Background: an optimization exercise with open tools, aiming at small area and a short achievable clock period. Do not read the settings as production practice. Where RTL was checked, it was by simulation tests only, not by an equivalence proof against the original. Power and IR drop assume default switching activity.

==> job 3245 <==
Design compute_array, start of the top module:
module compute_array (
    input clk, clear,
    input [3:0] tile_opcode,
    input [63:0] value_a, value_b,
    output [63:0] wire_out
);
    parameter WORD_BITS = 16;
    parameter TILES = 4;
    reg cache_ok, mac_last;
    always @(posedge clk) begin
        cache_ok <= ~clear & (tile_opcode != 4'd8);
        mac_last <= ~clear & (tile_opcode == 4'd15);
    end
    generate
        genvar i;
        for(i = 0; i < TILES; i = i+1) begin: ctl
            computationTile tile_i(clk, clear, tile_opcode, cache_ok, mac_last,
                value_a[WORD_BITS*(i+1)-1:WORD_BITS*i],
                value_b[WORD_BITS*(i+1)-1:WORD_BITS*i],
                wire_out[WORD_BITS*(i+1)-1:WORD_BITS*i]
            );
        end
    endgenerate
endmodule
clock: 16.0 ns
lec_check: 0
cap_margin: 20
core_margin: 2
core_utilization: 40
setup_slack_margin: 3.5
slew_margin: 20
synth_hierarchical: 1
synth_minimum_keep_size: 0
standard.sh (not shown) runs the stock make flow with config.mk's settings and CLKGATE_MAP_FILE= SYNTH_SCRIPT=/design/flow/synth_recipe.tcl, a recipe that flattens the netlist after the stock synthesis.
==> flow/flow/run.sh <==
#!/bin/bash
# The standard layout (the standard.sh: standard synthesis, then ORFS to
# finish) with two changes:
# - the port buffers are sky130_fd_sc_hd__buf_1 cells in place of the delay
#   buffers buffer_ports picks by default;
# - before floorplanning, flow/downsize.tcl sets the combinational cells that
#   synthesis sized up back to drive strength 1 (repair sizes up again).
set -euo pipefail
here=$(pwd)
bash standard.sh synth > synth_flow.log 2>&1
bash standard.sh BUFFER_PORTS_ARGS="-buffer_cell sky130_fd_sc_hd__buf_1" \
    PRE_FLOORPLAN_TCL="$here/flow/downsize.tcl" finish > layout_flow.log 2>&1
==> flow/flow/downsize.tcl <==
# Before floorplanning: put every combinational cell that synthesis sized up
# back to its drive-strength-1 variant of the same function. The resizer's
# repair steps later size up again what slew, capacitance or timing need.
set db [ord::get_db]
set block [ord::get_db_block]
set n 0
foreach inst [$block getInsts] {
  set name [[$inst getMaster] getName]
  if { [regexp {^(sky130_fd_sc_hd__[a-z0-9]+)_([0-9]+)$} $name -> base drv] && $drv > 1 } {
    if { [string match "*__df*" $base] || [string match "*__sdf*" $base] || [string match "*__edf*" $base] } {
      continue
    }
    set master [$db findMaster ${base}_1]
    if { $master != "NULL" } {
      $inst swapMaster $master
      incr n
    }
  }
}
puts "downsize.tcl: $n instances set to drive strength 1"
==> job 528 (differences from job 3245) <==
--- a/flow/design.v
+++ b/flow/design.v
@@ -10,32 +10,33 @@
 endmodule
 module cellNor2 (input a, b, output y);
 assign y = ~(a | b);
 endmodule
 module cellO22ai (input a1, a2, b1, b2, output y);
 assign y = ~((a1 | a2) & (b1 | b2));
 endmodule
+module cellA22oi (input a1, a2, b1, b2, output y);
+assign y = ~((a1 & a2) | (b1 & b2));
+endmodule
 module cellXor2 (input a, b, output y);
 assign y = a ^ b;
 endmodule
 module cellAnd2 (input a, b, output y);
 assign y = a & b;
 endmodule
 module resultBit (
 input x, yn, prod_n,
 input t_x_n, t_xy_n, t_y_n, t_nx_n,
-input clear,
-output f, d
+output f
 );
 wire p1, p0, gn;
 cellO21ai o1(yn, t_xy_n, t_x_n, p1);      
 cellO21ai o0(yn, t_y_n, t_nx_n, p0);      
 cellMux2i m(p0, p1, x, gn);
 cellNand2 n(prod_n, gn, f);
-cellA21oi a(prod_n, gn, clear, d);
 endmodule
 module cellO21ai (input a1, a2, b1, output y);
 assign y = ~((a1 | a2) & b1);
 endmodule
 module cellA21oi (input a1, a2, b1, output y);
 assign y = ~((a1 & a2) | b1);
 endmodule
@@ -381,29 +382,33 @@
 assign lt = l62;
 assign eq = g61 & ~l62;
 endmodule
 module computationTile (
 input clk, clear,
 input [3:0] opcode,
 input cache_ok, mac_last,
+input zeroed,
 input [15:0] input0, input1_wire,
 output [15:0] cellOut
 );
 reg [15:0] R;
 wire [15:0] x = input0;
 wire mac = opcode == 4'd15;
 wire read = opcode == 4'd8;
 wire arith = opcode[1:0] == 2'd3;           
 wire isadd = opcode[2:0] == 3'd3;           
 wire flagop = ~opcode[3] & (opcode[2:0] == 3'd4 | opcode[2:0] == 3'd5)
             | opcode[2:0] == 3'd6;           
 wire eqop = opcode[2:0] == 3'd6;
 wire minop = opcode == 4'd12;
 wire maxop = opcode == 4'd13;
-wire cy = read | (cache_ok & ~clear & ~mac);
+wire cy, cy_rn, cy_kn;
+assign cy_rn = ~read;
+assign cy_kn = ~(cache_ok & ~mac);
+cellO21ai cyg(cy_kn, clear, cy_rn, cy);
 wire [15:0] yn;
 genvar i;
 generate
     for (i = 0; i < 16; i = i + 1) begin: opnd
         cellMux2i ym(input1_wire[i], R[i], cy, yn[i]);
     end
 endgenerate
@@ -923,47 +928,47 @@
 fullAdder u492(c395, s442, c440, s490, c491);
 wire [15:0] prod_n;
 prefixAdder cpa({s490, s487, s484, s481, s478, s475, s472, s469, s466, s463, s460, s457, s454, s451, s448, p3}, {c488, c485, c482, c479, c476, c473, c470, c467, c464, c461, c458, c455, c452, c449, c446, s445}, prod_n);
 wire lt, eq;
 compare16 cmp(x, yn, opcode[3], lt, eq);
 wire t_and = opcode[2:0] == 3'd1;
 wire t_x = opcode[2:0] == 3'd2 | (minop & lt) | (maxop & ~lt);
-wire t_y = opcode[2:0] == 3'd2 | (minop & ~lt) | (maxop & lt) | read;
+wire t_y = opcode[2:0] == 3'd2 | (minop & ~lt) | (maxop & lt) | (read & ~zeroed);
 wire t_xy = t_and | t_y;
 wire t_nx = opcode == 4'd0;
 wire bit0 = flagop & (eqop ? eq : lt);
 wire [15:0] pn = {prod_n[15:1], prod_n[0] & ~bit0};
-wire [15:0] f, d;
+wire [15:0] f;
 generate
     for (i = 0; i < 16; i = i + 1) begin: res
-        resultBit rb(x[i], yn[i], pn[i], ~t_x, ~t_xy, ~t_y, ~t_nx, clear,
-                     f[i], d[i]);
+        resultBit rb(x[i], yn[i], pn[i], ~t_x, ~t_xy, ~t_y, ~t_nx, f[i]);
     end
 endgenerate
 assign cellOut = f;
 always @(posedge clk)
-    R <= d;
+    R <= f;
 endmodule
 module compute_array (
     input clk, clear,
     input [3:0] tile_opcode,
     input [63:0] value_a, value_b,
     output [63:0] wire_out
 );
     parameter WORD_BITS = 16;
     parameter TILES = 4;
-    reg cache_ok, mac_last;
+    reg cache_ok, mac_last, zeroed;
     always @(posedge clk) begin
         cache_ok <= ~clear & (tile_opcode != 4'd8);
         mac_last <= ~clear & (tile_opcode == 4'd15);
+        zeroed <= clear;
     end
     generate
         genvar i;
-        for(i = 0; i < TILES; i = i+1) begin: ctl
-            computationTile tile_i(clk, clear, tile_opcode, cache_ok, mac_last,
+        for(i = 0; i < TILES; i = i + 1) begin: ctl
+            computationTile tile_i(clk, clear, tile_opcode, cache_ok, mac_last, zeroed,
                 value_a[WORD_BITS*(i+1)-1:WORD_BITS*i],
                 value_b[WORD_BITS*(i+1)-1:WORD_BITS*i],
                 wire_out[WORD_BITS*(i+1)-1:WORD_BITS*i]
             );
         end
     endgenerate
 endmodule
==> flow/config.mk (replaced) <==
export PLATFORM = sky130hd
export DESIGN_NAME = compute_array
export DESIGN_NICKNAME = compute_array
export VERILOG_FILES = /design/flow/design.v
export SDC_FILE = /design/flow/constraint.sdc
export NUM_CORES = 4
export LEC_CHECK = 0
export CAP_MARGIN = 20
export CORE_MARGIN = 2
export CORE_UTILIZATION = 40
export SETUP_SLACK_MARGIN = 3.7
export SLEW_MARGIN = 20
export SYNTH_HIERARCHICAL = 1
export SYNTH_MINIMUM_KEEP_SIZE = 0
==> job 8826 (differences from job 3245) <==
--- a/flow/design.v
+++ b/flow/design.v
@@ -10,32 +10,33 @@
 endmodule
 module cellNor2 (input a, b, output y);
 assign y = ~(a | b);
 endmodule
 module cellO22ai (input a1, a2, b1, b2, output y);
 assign y = ~((a1 | a2) & (b1 | b2));
 endmodule
+module cellA22oi (input a1, a2, b1, b2, output y);
+assign y = ~((a1 & a2) | (b1 & b2));
+endmodule
 module cellXor2 (input a, b, output y);
 assign y = a ^ b;
 endmodule
 module cellAnd2 (input a, b, output y);
 assign y = a & b;
 endmodule
 module resultBit (
 input x, yn, prod_n,
 input t_x_n, t_xy_n, t_y_n, t_nx_n,
-input clear,
-output f, d
+output f
 );
 wire p1, p0, gn;
 cellO21ai o1(yn, t_xy_n, t_x_n, p1);      
 cellO21ai o0(yn, t_y_n, t_nx_n, p0);      
 cellMux2i m(p0, p1, x, gn);
 cellNand2 n(prod_n, gn, f);
-cellA21oi a(prod_n, gn, clear, d);
 endmodule
 module cellO21ai (input a1, a2, b1, output y);
 assign y = ~((a1 | a2) & b1);
 endmodule
 module cellA21oi (input a1, a2, b1, output y);
 assign y = ~((a1 & a2) | b1);
 endmodule
@@ -381,14 +382,15 @@
 assign lt = l62;
 assign eq = g61 & ~l62;
 endmodule
 module computationTile (
 input clk, clear,
 input [3:0] opcode,
 input cache_ok, mac_last,
+input zeroed,
 input [15:0] input0, input1_wire,
 output [15:0] cellOut
 );
 reg [15:0] R;
 wire [15:0] x = input0;
 wire mac = opcode == 4'd15;
 wire read = opcode == 4'd8;
@@ -400,15 +402,15 @@
 wire minop = opcode == 4'd12;
 wire maxop = opcode == 4'd13;
 wire cy = read | (cache_ok & ~clear & ~mac);
 wire [15:0] yn;
 genvar i;
 generate
     for (i = 0; i < 16; i = i + 1) begin: opnd
-        cellMux2i ym(input1_wire[i], R[i], cy, yn[i]);
+        cellA22oi ym(cy, R[i], ~cy, input1_wire[i], yn[i]);
     end
 endgenerate
 wire rowsel = arith & ~isadd;
 wire [16:0] xe = {x, 1'b0};
 wire [7:0] one, two, neg, on, tn, ng;
 genvar k;
 generate
@@ -923,47 +925,47 @@
 fullAdder u492(c395, s442, c440, s490, c491);
 wire [15:0] prod_n;
 prefixAdder cpa({s490, s487, s484, s481, s478, s475, s472, s469, s466, s463, s460, s457, s454, s451, s448, p3}, {c488, c485, c482, c479, c476, c473, c470, c467, c464, c461, c458, c455, c452, c449, c446, s445}, prod_n);
 wire lt, eq;
 compare16 cmp(x, yn, opcode[3], lt, eq);
 wire t_and = opcode[2:0] == 3'd1;
 wire t_x = opcode[2:0] == 3'd2 | (minop & lt) | (maxop & ~lt);
-wire t_y = opcode[2:0] == 3'd2 | (minop & ~lt) | (maxop & lt) | read;
+wire t_y = opcode[2:0] == 3'd2 | (minop & ~lt) | (maxop & lt) | (read & ~zeroed);
 wire t_xy = t_and | t_y;
 wire t_nx = opcode == 4'd0;
 wire bit0 = flagop & (eqop ? eq : lt);
 wire [15:0] pn = {prod_n[15:1], prod_n[0] & ~bit0};
-wire [15:0] f, d;
+wire [15:0] f;
 generate
     for (i = 0; i < 16; i = i + 1) begin: res
-        resultBit rb(x[i], yn[i], pn[i], ~t_x, ~t_xy, ~t_y, ~t_nx, clear,
-                     f[i], d[i]);
+        resultBit rb(x[i], yn[i], pn[i], ~t_x, ~t_xy, ~t_y, ~t_nx, f[i]);
     end
 endgenerate
 assign cellOut = f;
 always @(posedge clk)
-    R <= d;
+    R <= f;
 endmodule
 module compute_array (
     input clk, clear,
     input [3:0] tile_opcode,
     input [63:0] value_a, value_b,
     output [63:0] wire_out
 );
     parameter WORD_BITS = 16;
     parameter TILES = 4;
-    reg cache_ok, mac_last;
+    reg cache_ok, mac_last, zeroed;
     always @(posedge clk) begin
         cache_ok <= ~clear & (tile_opcode != 4'd8);
         mac_last <= ~clear & (tile_opcode == 4'd15);
+        zeroed <= clear;
     end
     generate
         genvar i;
-        for(i = 0; i < TILES; i = i+1) begin: ctl
-            computationTile tile_i(clk, clear, tile_opcode, cache_ok, mac_last,
+        for(i = 0; i < TILES; i = i + 1) begin: ctl
+            computationTile tile_i(clk, clear, tile_opcode, cache_ok, mac_last, zeroed,
                 value_a[WORD_BITS*(i+1)-1:WORD_BITS*i],
                 value_b[WORD_BITS*(i+1)-1:WORD_BITS*i],
                 wire_out[WORD_BITS*(i+1)-1:WORD_BITS*i]
             );
         end
     endgenerate
 endmodule
==> flow/config.mk (replaced) <==
export PLATFORM = sky130hd
export DESIGN_NAME = compute_array
export DESIGN_NICKNAME = compute_array
export VERILOG_FILES = /design/flow/design.v
export SDC_FILE = /design/flow/constraint.sdc
export NUM_CORES = 4
export LEC_CHECK = 0
export CAP_MARGIN = 20
export CORE_MARGIN = 2
export CORE_UTILIZATION = 40
export SETUP_SLACK_MARGIN = 3.7
export SLEW_MARGIN = 20
export SYNTH_HIERARCHICAL = 1
export SYNTH_MINIMUM_KEEP_SIZE = 0
==> job 1522 (differences from job 3245) <==
--- a/flow/design.v
+++ b/flow/design.v
@@ -19,23 +19,21 @@
 endmodule
 module cellAnd2 (input a, b, output y);
 assign y = a & b;
 endmodule
 module resultBit (
 input x, yn, prod_n,
 input t_x_n, t_xy_n, t_y_n, t_nx_n,
-input clear,
-output f, d
+output f
 );
 wire p1, p0, gn;
 cellO21ai o1(yn, t_xy_n, t_x_n, p1);      
 cellO21ai o0(yn, t_y_n, t_nx_n, p0);      
 cellMux2i m(p0, p1, x, gn);
 cellNand2 n(prod_n, gn, f);
-cellA21oi a(prod_n, gn, clear, d);
 endmodule
 module cellO21ai (input a1, a2, b1, output y);
 assign y = ~((a1 | a2) & b1);
 endmodule
 module cellA21oi (input a1, a2, b1, output y);
 assign y = ~((a1 & a2) | b1);
 endmodule
@@ -381,14 +379,15 @@
 assign lt = l62;
 assign eq = g61 & ~l62;
 endmodule
 module computationTile (
 input clk, clear,
 input [3:0] opcode,
 input cache_ok, mac_last,
+input zeroed,
 input [15:0] input0, input1_wire,
 output [15:0] cellOut
 );
 reg [15:0] R;
 wire [15:0] x = input0;
 wire mac = opcode == 4'd15;
 wire read = opcode == 4'd8;
@@ -923,47 +922,47 @@
 fullAdder u492(c395, s442, c440, s490, c491);
 wire [15:0] prod_n;
 prefixAdder cpa({s490, s487, s484, s481, s478, s475, s472, s469, s466, s463, s460, s457, s454, s451, s448, p3}, {c488, c485, c482, c479, c476, c473, c470, c467, c464, c461, c458, c455, c452, c449, c446, s445}, prod_n);
 wire lt, eq;
 compare16 cmp(x, yn, opcode[3], lt, eq);
 wire t_and = opcode[2:0] == 3'd1;
 wire t_x = opcode[2:0] == 3'd2 | (minop & lt) | (maxop & ~lt);
-wire t_y = opcode[2:0] == 3'd2 | (minop & ~lt) | (maxop & lt) | read;
+wire t_y = opcode[2:0] == 3'd2 | (minop & ~lt) | (maxop & lt) | (read & ~zeroed);
 wire t_xy = t_and | t_y;
 wire t_nx = opcode == 4'd0;
 wire bit0 = flagop & (eqop ? eq : lt);
 wire [15:0] pn = {prod_n[15:1], prod_n[0] & ~bit0};
-wire [15:0] f, d;
+wire [15:0] f;
 generate
     for (i = 0; i < 16; i = i + 1) begin: res
-        resultBit rb(x[i], yn[i], pn[i], ~t_x, ~t_xy, ~t_y, ~t_nx, clear,
-                     f[i], d[i]);
+        resultBit rb(x[i], yn[i], pn[i], ~t_x, ~t_xy, ~t_y, ~t_nx, f[i]);
     end
 endgenerate
 assign cellOut = f;
 always @(posedge clk)
-    R <= d;
+    R <= f;
 endmodule
 module compute_array (
     input clk, clear,
     input [3:0] tile_opcode,
     input [63:0] value_a, value_b,
     output [63:0] wire_out
 );
     parameter WORD_BITS = 16;
     parameter TILES = 4;
-    reg cache_ok, mac_last;
+    reg cache_ok, mac_last, zeroed;
     always @(posedge clk) begin
         cache_ok <= ~clear & (tile_opcode != 4'd8);
         mac_last <= ~clear & (tile_opcode == 4'd15);
+        zeroed <= clear;
     end
     generate
         genvar i;
-        for(i = 0; i < TILES; i = i+1) begin: ctl
-            computationTile tile_i(clk, clear, tile_opcode, cache_ok, mac_last,
+        for(i = 0; i < TILES; i = i + 1) begin: ctl
+            computationTile tile_i(clk, clear, tile_opcode, cache_ok, mac_last, zeroed,
                 value_a[WORD_BITS*(i+1)-1:WORD_BITS*i],
                 value_b[WORD_BITS*(i+1)-1:WORD_BITS*i],
                 wire_out[WORD_BITS*(i+1)-1:WORD_BITS*i]
             );
         end
     endgenerate
 endmodule
==> flow/config.mk (replaced) <==
export PLATFORM = sky130hd
export DESIGN_NAME = compute_array
export DESIGN_NICKNAME = compute_array
export VERILOG_FILES = /design/flow/design.v
export SDC_FILE = /design/flow/constraint.sdc
export NUM_CORES = 4
export LEC_CHECK = 0
export CAP_MARGIN = 20
export CORE_MARGIN = 2
export CORE_UTILIZATION = 40
export SETUP_SLACK_MARGIN = 3.7
export SLEW_MARGIN = 20
export SYNTH_HIERARCHICAL = 1
export SYNTH_MINIMUM_KEEP_SIZE = 0
==> summary.txt <==
Run status
  – Status: complete, no violations

Clock network
  – Clk latency of the worst-skew pair: 0.40 ns

Final layout
  – Finished Layout Cells: roughly 3.1k
  – N_diodes: 2
  – Inverter count: 64
  – Filler Cells Inserted: between 4k and 5k

Power and ir drop
  – Internal Power: around 0.93 mW

Detailed routing
  – Met1 wire length: ~28 mm

Placed design
  – Final Wtd Congestion: 0.9008

Setup path
  – CP Max Fanout: 42
  – R2R Setup Slk: approximately 10 ns

STA
  – RSZ-0062 raised after global routing: false

Worst hold path
  – Worst Min Path Start: ctl[0].tile_i.R[5]

Global routing
  – Met3 usage: under 10%
the above is filed under job 1522

==> summary.txt <==
Setup path
  – R2R Setup Slk: about 11 ns
  – CP Max Fanout: 38

Final layout
  – N_diodes: 1
  – Filler Cells Inserted: 4621
  – Finished Layout Cells: about 3.2k

STA
  – Setup violations, final: 0
  – RSZ-0062 raised after global routing: true

Global routing
  – Met3 usage: about 4.8%
  – Tot GR Track Use: between 20% and 30%

Worst hold path
  – Worst Min Path Start: ctl[0].tile_i.R[12]

Logic synthesis
  – Syn. warnings: 8

Run status
  – Status: complete, no violations

Power and ir drop
  – Internal Power: 0.9036 mW
the above is filed under job 528

==> summary.txt <==
Run status
  – Status: complete, no violations

Global routing
  – Met3 usage: between 4 and 5%

Detailed routing
  – Met1 wire length: 29.23 mm

Final layout
  – N_diodes: 5
  – Filler Cells Inserted: about 4.6k
  – Finished Layout Cells: roughly 3.2k
  – Buffer share of cell area: under 10%

Setup path
  – R2R Setup Slk: 10.29 ns
  – CP Max Fanout: 30

STA
  – RSZ-0062 raised after global routing: true

Worst hold path
  – Worst Min Path Start: ctl[2].tile_i.R[9]

Power and ir drop
  – Internal Power: approximately 0.92 mW

Clock network
  – Clk latency of the worst-skew pair: approximately 0.4 ns
the above is filed under job 8826

==> summary.txt <==
Clock network
  – Clk latency of the worst-skew pair: roughly 0.40 ns

Final layout
  – Finished Layout Cells: between 3k and 4k
  – Filler Cells Inserted: 4779
  – Commonest non-fill, non-tap cells in the layout: xor2_1 (340), nand2_1 (268), o22ai_1 (252)
  – N_diodes: 2
  – Inverter count: 60

Run status
  – Status: complete, no violations

Worst hold path
  – Worst Min Path Start: ctl[2].tile_i.R[13]

Setup path
  – R2R Setup Slk: between 10 and 15 ns
  – CP Max Fanout: 28
  – R2R cell count: 19

STA
  – RSZ-0062 raised after global routing: false

Global routing
  – Met3 usage: 4.073%

Logic synthesis
  – Cells after synthesis: between 2k and 2.5k

Placed design
  – Final Wtd Congestion: approximately 0.91
the above is filed under job 3245

Function not checked in job 528 and job 8826: the RTL went through the layout flow alone.

## port drivers added, routing unchanged
How much do the figures lean on ideal ports? The routed layouts below were timed once more, with nothing changed but the port constraints. Step 1 (the two cells are an assumption about what drives the block):
set clk [get_ports {clk}]
set_driving_cell -lib_cell sky130_fd_sc_hd__clkbuf_16 $clk
set_driving_cell -lib_cell sky130_fd_sc_hd__buf_2 [delete_from_list [all_inputs] $clk]
Step 2 times the ports against the registers' clock, not the clock port: input delays grow and output delays shrink by t, the midpoint of the rising clock arrivals with the driver on. Slacks: no drivers / after step 1 / after step 2; pairs: no drivers / after step 1.
run	t (ns)	slack for setup (ns)	worst setup path at the end	worst slew at a driven data input, ns
job 3245	0.446	3.894 / 3.875 / 3.875	input to output	0.10
job 528	0.434	3.975 / 3.927 / 3.927	input to output	0.09
job 8826	0.437	3.970 / 3.907 / 3.907	input to output	0.10
job 1522	0.451	4.005 / 3.979 / 3.979	input to output	0.09
After both steps every run listed still meets setup and hold. For job 8826, which loses most, drivers alone change the setup slack by -0.063 ns; drivers and shift together by -0.063 ns.
